From an optimization exercise on the open Yosys and OpenROAD flow, aimed at small area; shortcuts taken in it are not production practice. Function was checked by simulation only, so behaviour that the tests miss may differ from the original. No activity file was given, so power comes from the tool's default toggle rates.

==> inputs of try-violet <==
## tcam_pmt
module tcam_pmt #(
    parameter DATA_WIDTH = 32,
    parameter ADDR_WIDTH = 5,
    parameter DEPTH = 32
) (
    input  wire                      clk,
    input  wire                      rst_n,
    input  wire                      wr_en,
    input  wire [ADDR_WIDTH-1:0]     wr_addr,
    input  wire [DATA_WIDTH-1:0]     wr_data,
    input  wire [DATA_WIDTH-1:0]     wr_mask,
    input  wire                      search_en,
    input  wire [DATA_WIDTH-1:0]     search_key,
    output reg  [DEPTH-1:0]          matchlines,
    output reg                       match_found,
    output reg  [ADDR_WIDTH-1:0]     match_addr,
    output wire [DEPTH-1:0]          entry_valid
);
==> module tcam_pmt, before the edit <==
module tcam_pmt #(
    parameter DATA_WIDTH = 32,
    parameter ADDR_WIDTH = 5,
    parameter DEPTH = 32
) (
    input  wire                      clk,
    input  wire                      rst_n,
    input  wire                      wr_en,
    input  wire [ADDR_WIDTH-1:0]     wr_addr,
    input  wire [DATA_WIDTH-1:0]     wr_data,
    input  wire [DATA_WIDTH-1:0]     wr_mask,
    input  wire                      search_en,
    input  wire [DATA_WIDTH-1:0]     search_key,
    output reg  [DEPTH-1:0]          matchlines,
    output reg                       match_found,
    output reg  [ADDR_WIDTH-1:0]     match_addr,
    output wire [DEPTH-1:0]          entry_valid
);
    reg  [DEPTH-1:0]      valid_bits;
    wire [DEPTH-1:0]      match_vector;
    wire [2*DATA_WIDTH-1:0] wr_word = {~(wr_mask & ~wr_data), ~(wr_mask & wr_data)};
    wire [DATA_WIDTH-1:0]   key_n   = ~search_key;
    integer j;
    genvar k;
    generate
        for (k = 0; k < DEPTH; k = k + 1) begin : gen_ent
            reg  [2*DATA_WIDTH-1:0] pattern;
            wire [2*DATA_WIDTH-1:0] pattern_d;
            wire load = wr_en && (wr_addr == k);
            tcam_hold #(.W(2*DATA_WIDTH)) u_hold (
                .q(pattern), .keep(~load), .load(load), .w(wr_word),
                .d(pattern_d));
            always @(posedge clk)
                pattern <= pattern_d;
            wire [1:0] miss;
            tcam_entry_cmp #(.W(DATA_WIDTH)) u_cmp (
                .no1(pattern[DATA_WIDTH-1:0]), .no0(pattern[2*DATA_WIDTH-1:DATA_WIDTH]),
                .key(search_key), .key_n(key_n), .miss(miss));
            assign match_vector[k] = valid_bits[k] & ~|miss;
        end
    endgenerate
    always @(posedge clk or negedge rst_n) begin
        if (!rst_n)
            valid_bits <= {DEPTH{1'b0}};
        else if (wr_en)
            valid_bits[wr_addr] <= 1'b1;
    end
    always @(posedge clk or negedge rst_n) begin
        if (!rst_n)
            matchlines <= {DEPTH{1'b0}};
        else
            matchlines <= search_en ? match_vector : {DEPTH{1'b0}};
    end
    always @(posedge clk or negedge rst_n) begin
        if (!rst_n) begin
            match_found <= 1'b0;
            match_addr  <= {ADDR_WIDTH{1'b0}};
        end else begin
            match_found <= |matchlines;
            match_addr <= {ADDR_WIDTH{1'b0}};
            for (j = DEPTH-1; j >= 0; j = j - 1)
                if (matchlines[j])
                    match_addr <= j[ADDR_WIDTH-1:0];
        end
    end
    assign entry_valid = valid_bits;
endmodule
==> module tcam_entry_cmp, before the edit <==
module tcam_entry_cmp #(
    parameter W = 32
) (
    input  wire [W-1:0] no1,
    input  wire [W-1:0] no0,
    input  wire [W-1:0] key,
    input  wire [W-1:0] key_n,
    output wire [1:0]   miss
);
    wire [W-1:0] bit_miss;
    genvar b;
    generate
        for (b = 0; b < W; b = b + 1) begin : gen_bit
            tcam_bit_miss u_bit (
                .no1(no1[b]), .no0(no0[b]), .key(key[b]), .key_n(key_n[b]),
                .miss(bit_miss[b]));
        end
        for (b = 0; b < 2; b = b + 1) begin : gen_blk
            tcam_any16 u_blk (.miss(bit_miss[16*b+:16]), .any(miss[b]));
        end
    endgenerate
endmodule
==> module tcam_any16, before the edit <==
module tcam_any16 (
    input  wire [15:0] miss,
    output wire        any
);
    assign any = |miss;
endmodule
==> flow/config.mk <==
export PLATFORM = sky130hd
export DESIGN_NAME = tcam_pmt
export DESIGN_NICKNAME = tcam_pmt
export VERILOG_FILES = /design/flow/design.v
export SDC_FILE = /design/flow/constraint.sdc
export NUM_CORES = 4
export LEC_CHECK = 0
export CAP_MARGIN = 0
export CORE_MARGIN = 2
export CORE_UTILIZATION = 60
export CTS_BUF_LIST = sky130_fd_sc_hd__clkbuf_16
export CTS_CLUSTER_DIAMETER = 50
export CTS_CLUSTER_SIZE = 20
export SLEW_MARGIN = 0
export SYNTH_HIERARCHICAL = 1
==> flow/constraint.sdc <==
create_clock -name core_clock -period 5.0 [get_ports {clk}]
set_input_delay 1.0000 -clock core_clock [delete_from_list [all_inputs] [get_ports {clk}]]
set_output_delay 1.0000 -clock core_clock [all_outputs]
set_load 0.01 [all_outputs]
run.sh (not shown) runs the stock make flow with config.mk's settings and CLKGATE_MAP_FILE= SYNTH_SCRIPT=/design/flow/synth_recipe.tcl, a recipe that flattens the netlist after the stock synthesis.
==> inputs of try-raven, as changes to try-violet <==
Settings changed: CAP_MARGIN 0 to 20, CTS_CLUSTER_DIAMETER 50 to 60, CTS_CLUSTER_SIZE 20 to 30, SLEW_MARGIN 0 to 20.
==> inputs of try-amber, as changes to try-violet <==
--- a/flow/design.v
+++ b/flow/design.v
@@ -33,7 +33,7 @@
                 .d(pattern_d));
             always @(posedge clk)
                 pattern <= pattern_d;
-            wire [1:0] miss;
+            wire [3:0] miss;
             tcam_entry_cmp #(.W(DATA_WIDTH)) u_cmp (
                 .no1(pattern[DATA_WIDTH-1:0]), .no0(pattern[2*DATA_WIDTH-1:DATA_WIDTH]),
                 .key(search_key), .key_n(key_n), .miss(miss));
@@ -98,9 +98,10 @@
     input  wire [W-1:0] no0,
     input  wire [W-1:0] key,
     input  wire [W-1:0] key_n,
-    output wire [1:0]   miss
+    output wire [3:0]   miss
 );
-    wire [W-1:0] bit_miss;
+    wire [W-1:0]   bit_miss;
+    wire [W/2-1:0] none2;
     genvar b;
     generate
         for (b = 0; b < W; b = b + 1) begin : gen_bit
@@ -108,8 +109,11 @@
                 .no1(no1[b]), .no0(no0[b]), .key(key[b]), .key_n(key_n[b]),
                 .miss(bit_miss[b]));
         end
-        for (b = 0; b < 2; b = b + 1) begin : gen_blk
-            tcam_any16 u_blk (.miss(bit_miss[16*b+:16]), .any(miss[b]));
+        for (b = 0; b < W/2; b = b + 1) begin : gen_pair
+            tcam_none2 u_pair (.miss(bit_miss[2*b+:2]), .none(none2[b]));
+        end
+        for (b = 0; b < 4; b = b + 1) begin : gen_blk
+            tcam_any8 u_blk (.none2(none2[4*b+:4]), .any(miss[b]));
         end
     endgenerate
 endmodule
@@ -122,9 +126,15 @@
 );
     assign miss = ~((no1 | key) & (no0 | key_n));
 endmodule
-module tcam_any16 (
-    input  wire [15:0] miss,
-    output wire        any
+module tcam_none2 (
+    input  wire [1:0] miss,
+    output wire       none
 );
-    assign any = |miss;
+    assign none = ~|miss;
 endmodule
+module tcam_any8 (
+    input  wire [3:0] none2,
+    output wire       any
+);
+    assign any = ~&none2;
+endmodule
==> flow/flow/run.sh (new file) <==
#!/bin/bash
# Layout flow: the standard ORFS flow (standard.sh, with the standard
# synthesis unchanged), with two changes passed to ORFS as its own variables:
#  - port buffers use a small buffer cell (buffer_ports -buffer_cell); every
#    input and output port still gets its buffer;
#  - clock tree synthesis runs without dummy loads, with the sink clustering
#    given here.
# make's full output goes to flow_make.log in the work folder; ORFS writes each
# step's own log under orfs/logs/.
set -euo pipefail
export BUFFER_PORTS_ARGS="-buffer_cell sky130_fd_sc_hd__buf_2"
export CTS_ARGS="-sink_clustering_enable -repair_clock_nets -sink_clustering_size 30 -sink_clustering_max_diameter 60 -buf_list sky130_fd_sc_hd__clkbuf_16 -dont_use_dummy_load"
bash standard.sh > flow_make.log 2>&1
==> flow/standard.sh (new file) <==
#!/bin/bash
# synth_recipe.tcl (not shown) runs the flow's synth.tcl, then flattens the netlist and writes it again
# the make line also repeats each setting of config.mk as NAME=value (left out here)
make -C /OpenROAD-flow-scripts/flow DESIGN_CONFIG=/design/flow/config.mk WORK_HOME=/design/flow/orfs CLKGATE_MAP_FILE= SYNTH_SCRIPT=/design/flow/synth_recipe.tcl "${@:-finish}"
Settings changed: CAP_MARGIN 0 to 20, CTS_CLUSTER_DIAMETER 50 to 60, CTS_CLUSTER_SIZE 20 to 30, SLEW_MARGIN 0 to 20.
removed: flow/run.sh
==> qor summary <==
| quantity | try-raven | try-amber | try-violet |
|---|---|---|---|
| Result of the run | timing/DRC/antenna clean | timing/DRC/antenna clean | complete, but fails checks |
| Layout check failures | - | - | capacitance limit |
| Share of post-route cells with drive strength above 1 | 10.7% | 9.77% | 10.8% |
| Area of the placeable core | 118000 sq um | 119000 sq um | 118000 sq um |
| Initial antenna violation count | 17 | 34 | 13 |
| Number of iterations in the first detailed-routing pass | 10 | 8 | 6 |
| Met3 WL | 45900 microns | 40500 microns | 44900 microns |
| Combinational logic power | 7.25 mW | 7.10 mW | 7.24 mW |
| Count of clock buffers in the final design | 144 | 140 | 162 |
| Synthesized area per cell | 12.1 sq um | 11.6 sq um | 12.1 sq um |
| HPWL after detailed placement | 168000 microns | 166000 microns | 168000 microns |
| Fraction of the mapped netlist area in compound gates | 34.8% | 34.3% | 34.8% |
| Die boundary height | 348 microns | 351 microns | 348 microns |
| Portion of total power attributed to the clock network | 29.3% | 25.6% | 30.2% |
| Met3 Use GR | 19.3% | 16.5% | 17.5% |
| Share of the final layout cell area in multi-input gates | 34.2% | 36.5% | 34.0% |
| Total Power Consumption | 43.2 mW | 41.1 mW | 43.8 mW |
| Slowest cell delay on critical path | 1060 ps | 990 ps | 880 ps |
| Gate count after technology mapping | 5863 | 6213 | 5863 |
| R2R Path Start | matchlines[8] | gen_ent[1].pattern[1] | matchlines[8] |
| Clock latency (worst-skew pair) | 810 ps | 820 ps | 810 ps |
| Non-clock buffering overhead | 5.70% | 2.94% | 5.66% |
| Highest attainable clock frequency | 0.277 GHz | 0.276 GHz | 0.281 GHz |
| Dpl cells | 7922 | 8165 | 7922 |

==> separate check: timing with driven ports <==
No port has a modelled driver above. Below, the same layouts with a new extraction and two added sets of constraints.
Step 1 assumes that a clkbuf_16 drives the clock port and a buf_2 every other input.
Step 2, shift: input delay + t, output delay - t, t = (earliest + latest rising clock arrival at the registers) / 2. This alone moves slack from input paths to output paths.
Slacks: ideal ports / drivers / drivers and shift; pairs: ideal ports / drivers.
run | t, ns | setup slack, ns | latest minus earliest clock arrival (ns)
try-violet | 0.880 | 1.438 / 1.438 / 0.633 | 0.036 / 0.036
try-raven | 0.889 | 1.394 / 1.463 / 0.574 | 0.034 / 0.034
try-amber | 0.869 | 1.377 / 1.426 / 0.557 | 0.077 / 0.076
